From an optimization exercise on the open Yosys and OpenROAD flow, aimed at small area; shortcuts taken in it are not production practice.
The RTL was checked by simulation tests, not by an equivalence proof against the original design.
The clock input has no modelled driver; a real chip could not lean on it and would need a root buffer or a full tree.
Power figures rest on the tool's default switching activity, not on a simulated workload.

Design zxkbd, start of the top module:
module zxkbd
(
input               clk,
input               reset,
output              res_k,
output      [12:1]  f,
input               ps2_clk,
input               ps2_data,
input       [7:0]   zx_kb_scan,
output      [4:0]   zx_kb_out,
output      [4:0]   k_joy,        
output              num_joy
);
Settings: LEC_CHECK=0, ABC_AREA=1, CAP_MARGIN=20, CORE_MARGIN=2, CORE_UTILIZATION=40, PLACE_DENSITY=0.6, SLEW_MARGIN=20; clock period 5.0 ns.
standard.sh (not shown) runs the stock make flow with config.mk's settings and CLKGATE_MAP_FILE= SYNTH_SCRIPT=/design/flow/synth_recipe.tcl, a recipe that flattens the netlist after the stock synthesis.
==> flow/flow/run.sh <==
#!/bin/bash
# The standard ORFS flow (standard.sh) with three changes:
#  - synthesis maps with an area-only ABC script (flow/my_synth.tcl),
#  - ports are buffered with buf_1 instead of the default buffer,
#  - the clock tree uses clkbuf_8 and no dummy loads.
set -euo pipefail
export MY_FLOW_DIR=$PWD
sed "s#SYNTH_SCRIPT=[^ ]*#SYNTH_SCRIPT=$PWD/flow/my_synth.tcl#" standard.sh > my_standard.sh
export BUFFER_PORTS_ARGS="-buffer_cell sky130_fd_sc_hd__buf_1"
export CTS_ARGS="-sink_clustering_enable -repair_clock_nets -dont_use_dummy_load -buf_list sky130_fd_sc_hd__clkbuf_8 -root_buf sky130_fd_sc_hd__clkbuf_8"
bash my_standard.sh > standard.log 2>&1
==> flow/flow/abc_area.script <==
strash
balance
rewrite
refactor
balance
rewrite
rewrite -z
balance
refactor -z
rewrite -z
balance
dch
amap
mfs2
strash
dch
amap
topo
==> flow/flow/my_synth.tcl <==
# The standard synthesis script, with ABC's technology mapping run with an
# area-only script (flow/abc_area.script) instead of ORFS's timing-driven one.
proc abc {args} {
  set i [lsearch $args -script]
  if {$i >= 0} { lset args [expr {$i+1}] $::env(MY_FLOW_DIR)/flow/abc_area.script }
  yosys abc {*}$args
}
source $::env(MY_FLOW_DIR)/synth_recipe.tcl
The starting point went through all stages and came out clean.
Change:
--- a/flow/flow/run.sh
+++ b/flow/flow/run.sh
@@ -5 +5 @@
-#  - the clock tree uses clkbuf_8 and no dummy loads.
+#  - the clock tree uses clkbuf_4/clkbuf_8 and no dummy loads.
@@ -10 +10 @@
-export CTS_ARGS="-sink_clustering_enable -repair_clock_nets -dont_use_dummy_load -buf_list sky130_fd_sc_hd__clkbuf_8 -root_buf sky130_fd_sc_hd__clkbuf_8"
+export CTS_ARGS="-repair_clock_nets -dont_use_dummy_load -buf_list {sky130_fd_sc_hd__clkbuf_4 sky130_fd_sc_hd__clkbuf_8} -root_buf sky130_fd_sc_hd__clkbuf_8"
==> flow/flow/abc_area.script (replaced) <==
strash
balance
rewrite
refactor
balance
rewrite
rewrite -z
balance
refactor -z
rewrite -z
balance
dch -f
map -a
mfs2
strash
dch -f
map -a
topo
Effect: Clock power is about the same; power goes down by 0.96%; combinational power came out lower by about 3%; critical path depth falls by 1; count of clock-buffer cells in the layout is unchanged; via count hardly moves.
Change:
--- a/flow/flow/run.sh
+++ b/flow/flow/run.sh
@@ -5 +5 @@
-#  - the clock tree uses clkbuf_4/clkbuf_8 and no dummy loads.
+#  - the clock tree uses clkbuf_8 and no dummy loads.
@@ -10 +10 @@
-export CTS_ARGS="-repair_clock_nets -dont_use_dummy_load -buf_list {sky130_fd_sc_hd__clkbuf_4 sky130_fd_sc_hd__clkbuf_8} -root_buf sky130_fd_sc_hd__clkbuf_8"
+export CTS_ARGS="-sink_clustering_enable -sink_clustering_size 24 -sink_clustering_max_diameter 300 -repair_clock_nets -dont_use_dummy_load -buf_list sky130_fd_sc_hd__clkbuf_8 -root_buf sky130_fd_sc_hd__clkbuf_8"
==> flow/flow/abc_area.script (replaced) <==
strash
balance
rewrite
refactor
balance
rewrite
rewrite -z
balance
refactor -z
rewrite -z
balance
dch
amap
mfs2
strash
dch
amap
topo
=> Worst setup slack loses 120 ps. Routed wire length shrinks by 4.1%. Sequential cell count is unchanged. Non-clock buffer count went down by 2. Design area drops by 0.60%. Power goes up by 0.97%. Area after synthesis fell by 0.32%.

Setup of run Y:
Starting RTL as in the previous note.
Settings: LEC_CHECK=0, ABC_AREA=1, CAP_MARGIN=0, CORE_MARGIN=2, CORE_UTILIZATION=40, GPL_TIMING_DRIVEN=0, PLACE_DENSITY=0.6, SLEW_MARGIN=0; clock period 5.0 ns.
==> flow/flow/run.sh <==
#!/bin/bash
# The standard ORFS flow (standard.sh) with three changes:
#  - synthesis maps with area-only ABC scripts, keeping the smallest result
#    (flow/my_synth.tcl, flow/abc_*.script),
#  - ports are buffered with buf_1 instead of the default buffer,
#  - the clock tree is a clkbuf_2 root driving five clkbuf_8 leaves
#    (flow/my_cts.tcl, run as ORFS's PRE_CTS_TCL hook).
set -euo pipefail
export MY_FLOW_DIR=$PWD
sed "s#SYNTH_SCRIPT=[^ ]*#SYNTH_SCRIPT=$PWD/flow/my_synth.tcl#" standard.sh > my_standard.sh
export BUFFER_PORTS_ARGS="-buffer_cell sky130_fd_sc_hd__buf_1"
export PRE_CTS_TCL=$PWD/flow/my_cts.tcl
bash my_standard.sh > standard.log 2>&1
==> flow/flow/abc_h2.script <==
strash
balance
rewrite
refactor
balance
rewrite
rewrite -z
balance
refactor -z
rewrite -z
balance
&get -n
&deepsyn -T 40 -S 3
&put
dch -f
amap
mfs2
strash
dch -f
amap
topo
==> flow/flow/abc_h3.script <==
strash
balance
rewrite
refactor
balance
rewrite
rewrite -z
balance
refactor -z
rewrite -z
balance
&get -n
&deepsyn -T 40 -S 11
&put
dch -f
amap
mfs2
strash
dch -f
amap
topo
==> flow/flow/abc_i2.script <==
strash
balance
rewrite
refactor
balance
rewrite
rewrite -z
balance
refactor -z
rewrite -z
balance
&get -n
&deepsyn -T 40 -S 7
&put
dch
amap
mfs2
strash
dch
amap
mfs2
strash
dch -f
amap
topo
Other scripts of this flow, unchanged in this note and not shown: flow/flow/abc_a1.script, flow/flow/abc_a3.script, flow/flow/abc_b3.script, flow/flow/abc_b5.script, flow/flow/abc_b6.script, flow/flow/abc_c2.script, flow/flow/abc_d2.script, flow/flow/abc_e2.script, flow/flow/my_cts.tcl, flow/flow/my_synth.tcl
Looking at the reports, run Y completed the entire flow and the layout it produced met the timing, design-rule and antenna checks.
Inputs modified between run Y and run B:
- CAP_MARGIN now 20, was 0
- SLEW_MARGIN now 20, was 0
removed: flow/flow/abc_h2.script
removed: flow/flow/abc_h3.script
removed: flow/flow/abc_i2.script
Findings:
Compared with run Y, run B shows via count that has gone down slightly.
The run with more setup slack is run B; run Y has less.
In run B relative to run Y, combined area of the multi-input logic cells had gone up slightly.
As far as width of the chip goes, run Y and run B are indistinguishable; the numbers are identical.
Compared run Y against run B; number of nets at the end of the flow within noise.
In every run of this note, the design's own scripts or RTL, not TritonCTS, make the clock network.

Setup of job 101:
Another version of the RTL of zxkbd (not shown whole).
Size: ~90 flip-flops, about 36 I/O pins, ~4300 um2 of cells after synthesis.
Settings: LEC_CHECK=0, ABC_AREA=1, CAP_MARGIN=20, CORE_MARGIN=2, CORE_UTILIZATION=40, PLACE_DENSITY=0.6, SLEW_MARGIN=20; clock period 5.0 ns.
==> flow/flow/run.sh <==
#!/bin/bash
# Standard ORFS flow with smaller port buffers and a leaner clock tree.
export BUFFER_PORTS_ARGS="-buffer_cell sky130_fd_sc_hd__buf_1"
export CTS_ARGS="-sink_clustering_enable -repair_clock_nets -dont_use_dummy_load -buf_list sky130_fd_sc_hd__clkbuf_8 -root_buf sky130_fd_sc_hd__clkbuf_8"
bash standard.sh > standard.log 2>&1
Job 101: flow completed, timing, DRC and antenna clean
Setup changes, job 101 to job 102
# job 101
export LEC_CHECK = 0
export ABC_AREA = 1
export CAP_MARGIN = 20
export CORE_MARGIN = 2
export CORE_UTILIZATION = 40
export PLACE_DENSITY = 0.6
export SLEW_MARGIN = 20
create_clock -name core_clock -period 5.0 [get_ports {clk}]
# job 102
export LEC_CHECK = 0
export CAP_MARGIN = 20
export CORE_MARGIN = 2
export CORE_UTILIZATION = 40
export PLACE_DENSITY = 0.6
export SLEW_MARGIN = 20
create_clock -name core_clock -period 5.0 [get_ports {clk}]
==> flow/run.sh (new file) <==
#!/bin/bash
# synth_recipe.tcl (not shown) runs the flow's synth.tcl, then flattens the netlist and writes it again
# the make line also repeats each setting of config.mk as NAME=value (left out here)
make -C /OpenROAD-flow-scripts/flow DESIGN_CONFIG=/design/flow/config.mk WORK_HOME=/design/flow/orfs CLKGATE_MAP_FILE= SYNTH_SCRIPT=/design/flow/synth_recipe.tcl finish
removed: flow/flow/run.sh
removed: flow/standard.sh
### Flow results
Job 101 → job 102: cell count fell by 3.0%, routed wire length shows an increase of 1.1 mm, synthesized netlist cell count fell by 20. Job 102 — combinational share of power 0.4 points higher, job 101 as reference. Relative to job 101, number of non-clock buffers in the layout increased by about 5.4% in job 102.

## build 67
zxkbd with an RTL version that a note above also has.
Size: about 88 flip-flops, about 36 I/O pins.
clock: 5.0 ns
lec_check: 0
abc_area: 1
cap_margin: 0
core_margin: 2
core_utilization: 40
gpl_timing_driven: 0
place_density: 0.6
slew_margin: 0
==> flow/flow/run.sh <==
#!/bin/bash
# The standard ORFS flow (standard.sh) with three changes:
#  - synthesis maps with area-only ABC scripts, keeping the smallest result
#    (flow/my_synth.tcl, flow/abc_*.script),
#  - ports are buffered with buf_1 instead of the default buffer,
#  - the clock tree is a clkbuf_2 root driving five clkbuf_8 leaves
#    (flow/my_cts.tcl, run as ORFS's PRE_CTS_TCL hook).
set -euo pipefail
export MY_FLOW_DIR=$PWD
sed "s#SYNTH_SCRIPT=[^ ]*#SYNTH_SCRIPT=$PWD/flow/my_synth.tcl#" standard.sh > my_standard.sh
export BUFFER_PORTS_ARGS="-buffer_cell sky130_fd_sc_hd__buf_1"
export PRE_CTS_TCL=$PWD/flow/my_cts.tcl
bash my_standard.sh > standard.log 2>&1
==> flow/flow/abc_d2.script <==
strash
balance
rewrite
refactor
balance
rewrite
rewrite -z
balance
refactor -z
rewrite -z
balance
&get -n
&deepsyn -T 40
&put
dch -f
amap
mfs2
strash
dch -f
amap
topo
==> flow/flow/abc_e2.script <==
strash
balance
rewrite
refactor
balance
rewrite
rewrite -z
balance
refactor -z
rewrite -z
balance
&get -n
&deepsyn -T 40 -S 7
&put
dch -f
amap
mfs2
strash
dch -f
amap
topo
==> flow/flow/my_cts.tcl <==
# PRE_CTS_TCL hook: a two-level clock tree built here instead of TritonCTS.
# The clock port drives one root buffer, which drives $nleaf leaf buffers,
# one per group of placed flip-flops (recursive bisection of the flip-flop
# locations into groups of equal size); each leaf buffer sits at the centre
# of its flip-flops, the root at the centre of the leaves.
# clock_tree_synthesis is then skipped; the rest of ORFS's CTS step
# (legalisation, timing repair) runs as usual.
set nleaf 5
set leafm [[ord::get_db] findMaster sky130_fd_sc_hd__clkbuf_8]
set rootm [[ord::get_db] findMaster sky130_fd_sc_hd__clkbuf_2]
set block [ord::get_db_block]
set clk [$block findNet clk]

set sinks {}
foreach it [$clk getITerms] {
  set bb [[$it getInst] getBBox]
  lappend sinks [list $it [expr {([$bb xMin] + [$bb xMax]) / 2}] [expr {([$bb yMin] + [$bb yMax]) / 2}]]
}

# split the sinks into k groups of (nearly) equal size, cutting the longer
# side of their bounding box
proc split_sinks {sinks k} {
  if {$k <= 1} { return [list $sinks] }
  set xs {}; set ys {}
  foreach s $sinks { lappend xs [lindex $s 1]; lappend ys [lindex $s 2] }
  set xs [lsort -integer $xs]; set ys [lsort -integer $ys]
  set w [expr {[lindex $xs end] - [lindex $xs 0]}]
  set h [expr {[lindex $ys end] - [lindex $ys 0]}]
  set idx [expr {$w >= $h ? 1 : 2}]
  set sinks [lsort -integer -index $idx $sinks]
  set ka [expr {$k / 2}]
  set kb [expr {$k - $ka}]
  set na [expr {([llength $sinks] * $ka + $k / 2) / $k}]
  return [concat [split_sinks [lrange $sinks 0 [expr {$na - 1}]] $ka] \
                 [split_sinks [lrange $sinks $na end] $kb]]
}

set root [odb::dbInst_create $block $rootm clkbuf_root]
set rnet [odb::dbNet_create $block clknet_root]
$rnet setSigType CLOCK
[$root findITerm A] connect $clk
[$root findITerm X] connect $rnet

set k 0
set lx 0; set ly 0
foreach g [split_sinks $sinks $nleaf] {
  set sx 0; set sy 0
  foreach s $g { incr sx [lindex $s 1]; incr sy [lindex $s 2] }
  set cx [expr {$sx / [llength $g]}]
  set cy [expr {$sy / [llength $g]}]
  set buf [odb::dbInst_create $block $leafm clkbuf_leaf_$k]
  set net [odb::dbNet_create $block clknet_leaf_$k]
  $net setSigType CLOCK
  [$buf findITerm A] connect $rnet
  [$buf findITerm X] connect $net
  foreach s $g {
    set it [lindex $s 0]
    $it disconnect
    $it connect $net
  }
  $buf setLocation $cx $cy
  $buf setPlacementStatus PLACED
  puts "clock buffer clkbuf_leaf_$k: [llength $g] flip-flops, at $cx $cy"
  incr lx $cx; incr ly $cy
  incr k
}
$root setLocation [expr {$lx / $k}] [expr {$ly / $k}]
$root setPlacementStatus PLACED
$clk setSigType CLOCK
set_propagated_clock [all_clocks]

proc clock_tree_synthesis {args} {
  puts "clock_tree_synthesis skipped: the clock tree was built by flow/my_cts.tcl"
}
==> flow/flow/my_synth.tcl <==
# The standard synthesis script, with ABC's technology mapping run with
# area-only scripts (flow/abc_*.script) instead of ORFS's timing-driven one:
# each script is tried and the netlist with the smallest cell area is kept.
proc abc {args} {
  set i [lsearch $args -script]
  set lib [lindex $args [expr {[lsearch $args -liberty] + 1}]]
  set dir $::env(MY_FLOW_DIR)/flow
  set best ""
  set best_area 1e30
  yosys design -save pre_abc
  foreach s [lsort [glob $dir/abc_*.script]] {
    yosys design -load pre_abc
    lset args [expr {$i + 1}] $s
    yosys abc {*}$args
    yosys tee -q -o $::env(MY_FLOW_DIR)/abc_stat.txt stat -liberty $lib
    set f [open $::env(MY_FLOW_DIR)/abc_stat.txt]
    set txt [read $f]
    close $f
    regexp {Chip area for module '[^']*': ([0-9.]+)} $txt -> area
    puts "ABC script $s: area $area"
    if {$area < $best_area} {
      set best_area $area
      set best $s
      yosys design -save best_abc
    }
  }
  puts "ABC script chosen: $best (area $best_area)"
  yosys design -load best_abc
}
source $::env(MY_FLOW_DIR)/synth_recipe.tcl
Other scripts of this flow, unchanged in this note and not shown: flow/flow/abc_a1.script, flow/flow/abc_a3.script, flow/flow/abc_b3.script, flow/flow/abc_b5.script, flow/flow/abc_b6.script, flow/flow/abc_c2.script
Build 67: full flow OK, the timing, design-rule and antenna checks passed
## Diff of input files: build 28 against build 67
Settings: CORE_UTILIZATION: 40 -> 70; PLACE_DENSITY: 0.6 -> 0.8.
--- a/flow/flow/run.sh
+++ b/flow/flow/run.sh
@@ -4,5 +4,5 @@
 #    (flow/my_synth.tcl, flow/abc_*.script),
 #  - ports are buffered with buf_1 instead of the default buffer,
-#  - the clock tree is a clkbuf_2 root driving five clkbuf_8 leaves
+#  - the clock port drives four clkbuf_8 leaf buffers
 #    (flow/my_cts.tcl, run as ORFS's PRE_CTS_TCL hook).
 set -euo pipefail
--- a/flow/flow/my_cts.tcl
+++ b/flow/flow/my_cts.tcl
@@ -1,12 +1,10 @@
-# PRE_CTS_TCL hook: a two-level clock tree built here instead of TritonCTS.
-# The clock port drives one root buffer, which drives $nleaf leaf buffers,
-# one per group of placed flip-flops (recursive bisection of the flip-flop
-# locations into groups of equal size); each leaf buffer sits at the centre
-# of its flip-flops, the root at the centre of the leaves.
+# PRE_CTS_TCL hook: a one-level clock tree built here instead of TritonCTS.
+# The clock port drives $nleaf leaf buffers directly, one per group of placed
+# flip-flops (recursive bisection of the flip-flop locations into groups of
+# equal size); each leaf buffer sits at the centre of its flip-flops.
 # clock_tree_synthesis is then skipped; the rest of ORFS's CTS step
 # (legalisation, timing repair) runs as usual.
-set nleaf 5
+set nleaf 4
 set leafm [[ord::get_db] findMaster sky130_fd_sc_hd__clkbuf_8]
-set rootm [[ord::get_db] findMaster sky130_fd_sc_hd__clkbuf_2]
 set block [ord::get_db_block]
 set clk [$block findNet clk]
@@ -36,9 +34,5 @@
 }
 
-set root [odb::dbInst_create $block $rootm clkbuf_root]
-set rnet [odb::dbNet_create $block clknet_root]
-$rnet setSigType CLOCK
-[$root findITerm A] connect $clk
-[$root findITerm X] connect $rnet
+set rnet $clk
 
 set k 0
@@ -65,6 +59,4 @@
   incr k
 }
-$root setLocation [expr {$lx / $k}] [expr {$ly / $k}]
-$root setPlacementStatus PLACED
 $clk setSigType CLOCK
 set_propagated_clock [all_clocks]
- For power in combinational cells, build 67 and build 28 come out practically identical.
- [compare] base=build 67 new=build 28: count of flip-flops with a built-in enable after synthesis barely changed; portion of total power attributed to the clock network dropped 3.8 points.
- On final cell area excluding filler cells: between build 28 and build 67, it ends up higher for build 67.
- In terms of number of instances in the synthesized netlist, build 67 and build 28 differ only marginally.
- Higher minimum period implied by the final worst setup slack among build 28 and build 67: build 28
- Compared with build 67, in build 28 static leakage -0.88%; length of routed met3 wiring lost 20 um; vias after detailed routing essentially unchanged.
- Relative to build 67, area growth from synthesis to final layout decreased by 1.8 points in build 28.
diff inputs: build 28 => build 33
Settings: changing SLEW_MARGIN from 0 to 20; changing CAP_MARGIN from 0 to 20; changing CORE_UTILIZATION from 70 to 40; removing GPL_TIMING_DRIVEN (formerly 0); changing PLACE_DENSITY from 0.8 to 0.6.
--- a/flow/flow/run.sh
+++ b/flow/flow/run.sh
@@ -4,5 +4,5 @@
 #    (flow/my_synth.tcl, flow/abc_*.script),
 #  - ports are buffered with buf_1 instead of the default buffer,
-#  - the clock port drives four clkbuf_8 leaf buffers
+#  - the clock tree is a clkbuf_4 root driving five clkbuf_8 leaves
 #    (flow/my_cts.tcl, run as ORFS's PRE_CTS_TCL hook).
 set -euo pipefail
--- a/flow/flow/my_cts.tcl
+++ b/flow/flow/my_cts.tcl
@@ -1,10 +1,12 @@
-# PRE_CTS_TCL hook: a one-level clock tree built here instead of TritonCTS.
-# The clock port drives $nleaf leaf buffers directly, one per group of placed
-# flip-flops (recursive bisection of the flip-flop locations into groups of
-# equal size); each leaf buffer sits at the centre of its flip-flops.
+# PRE_CTS_TCL hook: a two-level clock tree built here instead of TritonCTS.
+# The clock port drives one root buffer, which drives $nleaf leaf buffers,
+# one per group of placed flip-flops (recursive bisection of the flip-flop
+# locations into groups of equal size); each leaf buffer sits at the centre
+# of its flip-flops, the root at the centre of the leaves.
 # clock_tree_synthesis is then skipped; the rest of ORFS's CTS step
 # (legalisation, timing repair) runs as usual.
-set nleaf 4
+set nleaf 5
 set leafm [[ord::get_db] findMaster sky130_fd_sc_hd__clkbuf_8]
+set rootm [[ord::get_db] findMaster sky130_fd_sc_hd__clkbuf_4]
 set block [ord::get_db_block]
 set clk [$block findNet clk]
@@ -34,5 +36,9 @@
 }
 
-set rnet $clk
+set root [odb::dbInst_create $block $rootm clkbuf_root]
+set rnet [odb::dbNet_create $block clknet_root]
+$rnet setSigType CLOCK
+[$root findITerm A] connect $clk
+[$root findITerm X] connect $rnet
 
 set k 0
@@ -59,4 +65,6 @@
   incr k
 }
+$root setLocation [expr {$lx / $k}] [expr {$ly / $k}]
+$root setPlacementStatus PLACED
 $clk setSigType CLOCK
 set_propagated_clock [all_clocks]
--- a/flow/flow/my_synth.tcl
+++ b/flow/flow/my_synth.tcl
@@ -19,12 +19,10 @@
     regexp {Chip area for module '[^']*': ([0-9.]+)} $txt -> area
     puts "ABC script $s: area $area"
-    if {$area < $best_area} {
-      set best_area $area
-      set best $s
-      yosys design -save best_abc
-    }
+    if {$area < $best_area} { set best_area $area; set best $s }
   }
+  yosys design -load pre_abc
+  lset args [expr {$i + 1}] $best
   puts "ABC script chosen: $best (area $best_area)"
-  yosys design -load best_abc
+  yosys abc {*}$args
 }
 source $::env(MY_FLOW_DIR)/synth_recipe.tcl
removed: flow/flow/abc_d2.script
removed: flow/flow/abc_e2.script
Findings:
- Via total after detailed routing, build 33 vs build 28: up by a few percent
- Of the two values seen for termination of the worst setup path, keymatrix_n[0][1] was produced by build 33 and keymatrix_n[4][0] by build 28.
- Build 28 has a lower final area than build 33.
- Summary of build 33 over build 28: share of the yosys chip area belonging to registers fell 1.4 points, x dimension of the die now larger, number of synthesized flops with an enable pin level.
#### Input delta (build 86 over build 33)
Settings: CAP_MARGIN changed from 20 to 0; SLEW_MARGIN changed from 20 to 0.
--- a/flow/flow/run.sh
+++ b/flow/flow/run.sh
@@ -4,5 +4,5 @@
 #    (flow/my_synth.tcl, flow/abc_*.script),
 #  - ports are buffered with buf_1 instead of the default buffer,
-#  - the clock tree is a clkbuf_4 root driving five clkbuf_8 leaves
+#  - the clock tree is a clkbuf_2 root driving five clkbuf_8 leaves
 #    (flow/my_cts.tcl, run as ORFS's PRE_CTS_TCL hook).
 set -euo pipefail
==> flow/flow/abc_d2.script (new file) <==
strash
balance
rewrite
refactor
balance
rewrite
rewrite -z
balance
refactor -z
rewrite -z
balance
&get -n
&deepsyn -T 40
&put
dch -f
amap
mfs2
strash
dch -f
amap
topo
==> flow/flow/abc_e2.script (new file) <==
strash
balance
rewrite
refactor
balance
rewrite
rewrite -z
balance
refactor -z
rewrite -z
balance
&get -n
&deepsyn -T 40 -S 7
&put
dch -f
amap
mfs2
strash
dch -f
amap
topo
--- a/flow/flow/my_cts.tcl
+++ b/flow/flow/my_cts.tcl
@@ -8,5 +8,5 @@
 set nleaf 5
 set leafm [[ord::get_db] findMaster sky130_fd_sc_hd__clkbuf_8]
-set rootm [[ord::get_db] findMaster sky130_fd_sc_hd__clkbuf_4]
+set rootm [[ord::get_db] findMaster sky130_fd_sc_hd__clkbuf_2]
 set block [ord::get_db_block]
 set clk [$block findNet clk]
--- a/flow/flow/my_synth.tcl
+++ b/flow/flow/my_synth.tcl
@@ -19,10 +19,12 @@
     regexp {Chip area for module '[^']*': ([0-9.]+)} $txt -> area
     puts "ABC script $s: area $area"
-    if {$area < $best_area} { set best_area $area; set best $s }
+    if {$area < $best_area} {
+      set best_area $area
+      set best $s
+      yosys design -save best_abc
+    }
   }
-  yosys design -load pre_abc
-  lset args [expr {$i + 1}] $best
   puts "ABC script chosen: $best (area $best_area)"
-  yosys abc {*}$args
+  yosys design -load best_abc
 }
 source $::env(MY_FLOW_DIR)/synth_recipe.tcl
Findings:
- Going from build 33 to build 86, met1 track demand over resource shrank by 0.57 points, layout overhead on the synthesized area held steady, sequential-to-total area share from yosys stat grew by 1.4 points.
- When build 86 is measured against build 33, its detailed route wirelength on metal3 turns out 21% higher.
- Delay of the slowest critical-path stage: build 86 lower than build 33
- [diff] die area, build 86 relative to build 33: improvement
- Summary: register-to-register slack, build 86 worse than build 33
- [build 86 vs build 33] synthesized cell count: lower in build 86
Changes in build 93 relative to build 86:
Settings: a change of CAP_MARGIN from 0 to 20; a change of SLEW_MARGIN from 0 to 20.
--- a/flow/flow/run.sh
+++ b/flow/flow/run.sh
@@ -4,5 +4,5 @@
 #    (flow/my_synth.tcl, flow/abc_*.script),
 #  - ports are buffered with buf_1 instead of the default buffer,
-#  - the clock tree is a clkbuf_2 root driving five clkbuf_8 leaves
+#  - the clock tree is a clkbuf_4 root driving five clkbuf_8 leaves
 #    (flow/my_cts.tcl, run as ORFS's PRE_CTS_TCL hook).
 set -euo pipefail
--- a/flow/flow/my_cts.tcl
+++ b/flow/flow/my_cts.tcl
@@ -8,5 +8,5 @@
 set nleaf 5
 set leafm [[ord::get_db] findMaster sky130_fd_sc_hd__clkbuf_8]
-set rootm [[ord::get_db] findMaster sky130_fd_sc_hd__clkbuf_2]
+set rootm [[ord::get_db] findMaster sky130_fd_sc_hd__clkbuf_4]
 set block [ord::get_db_block]
 set clk [$block findNet clk]
--- outcome ---
- Comparing build 93 against build 86, there is no change at all in cell row count.
- Diff build 93..build 86 | net load switching power | negligible
- Going from build 86 to build 93, the shortest period the worst path allows was found to have gone down by 12 ps.
- Share of the final layout cell area in multi-input gates across build 93 and build 86: no real change.
- Going from build 86 to build 93, register share of the cell area about even; timing-limited maximum frequency up about 0.44%; detail-routed via count per cell went up.
- In the tables for build 93 and build 86, total power reads lower with build 86.
- Between build 93 and build 86, the difference in wire length is negligible.
In every run of this note, the design's own scripts or RTL, not TritonCTS, make the clock network.

-- port drivers added, routing unchanged --
The flow's constraints put no driver on any port. The routed layouts listed below were extracted and timed again, unchanged, in two steps.
Step 1 sets driving cells, clkbuf_16 on the clock port and buf_2 on the other inputs (assumed; they add their load-dependent delay and slew).
Step 2 moves the port delays by t, midway between the first and last clock arrival at a register: inputs arrive t later, outputs are due t later. That takes back most of the time a late clock gives input paths.
a / b / c = ideal / step 1 / step 2; a / b = the first two.
run	shift t [ns]	slack for setup (ns)	slew at the worst register clock pin (ns)
the first run of note 1	0.381	1.820 / 1.828 / 1.447	0.09 / 0.09
the second run of note 1	0.366	1.942 / 1.934 / 1.568	0.09 / 0.09
the third run of note 1	0.381	1.820 / 1.828 / 1.447	0.09 / 0.09
run Y	0.539	1.324 / 1.332 / 0.793	0.11 / 0.11
run B	0.538	2.028 / 2.034 / 1.496	0.11 / 0.11
job 101	0.386	2.138 / 2.114 / 2.114	0.09 / 0.09
job 102	0.376	1.394 / 1.366 / 1.366	0.06 / 0.06
build 67	0.539	1.324 / 1.332 / 0.793	0.11 / 0.11
build 28	0.228	1.088 / 1.125 / 0.897	0.12 / 0.12
build 33	0.447	1.726 / 1.731 / 1.284	0.11 / 0.11
build 86	0.513	2.144 / 2.120 / 2.120	0.11 / 0.11
build 93	0.434	2.156 / 2.131 / 2.129	0.11 / 0.11
After both steps setup and hold are still met in every run listed. The setup slack of run B, which loses most, moves by +0.006 ns with the drivers and by -0.532 ns with both steps.
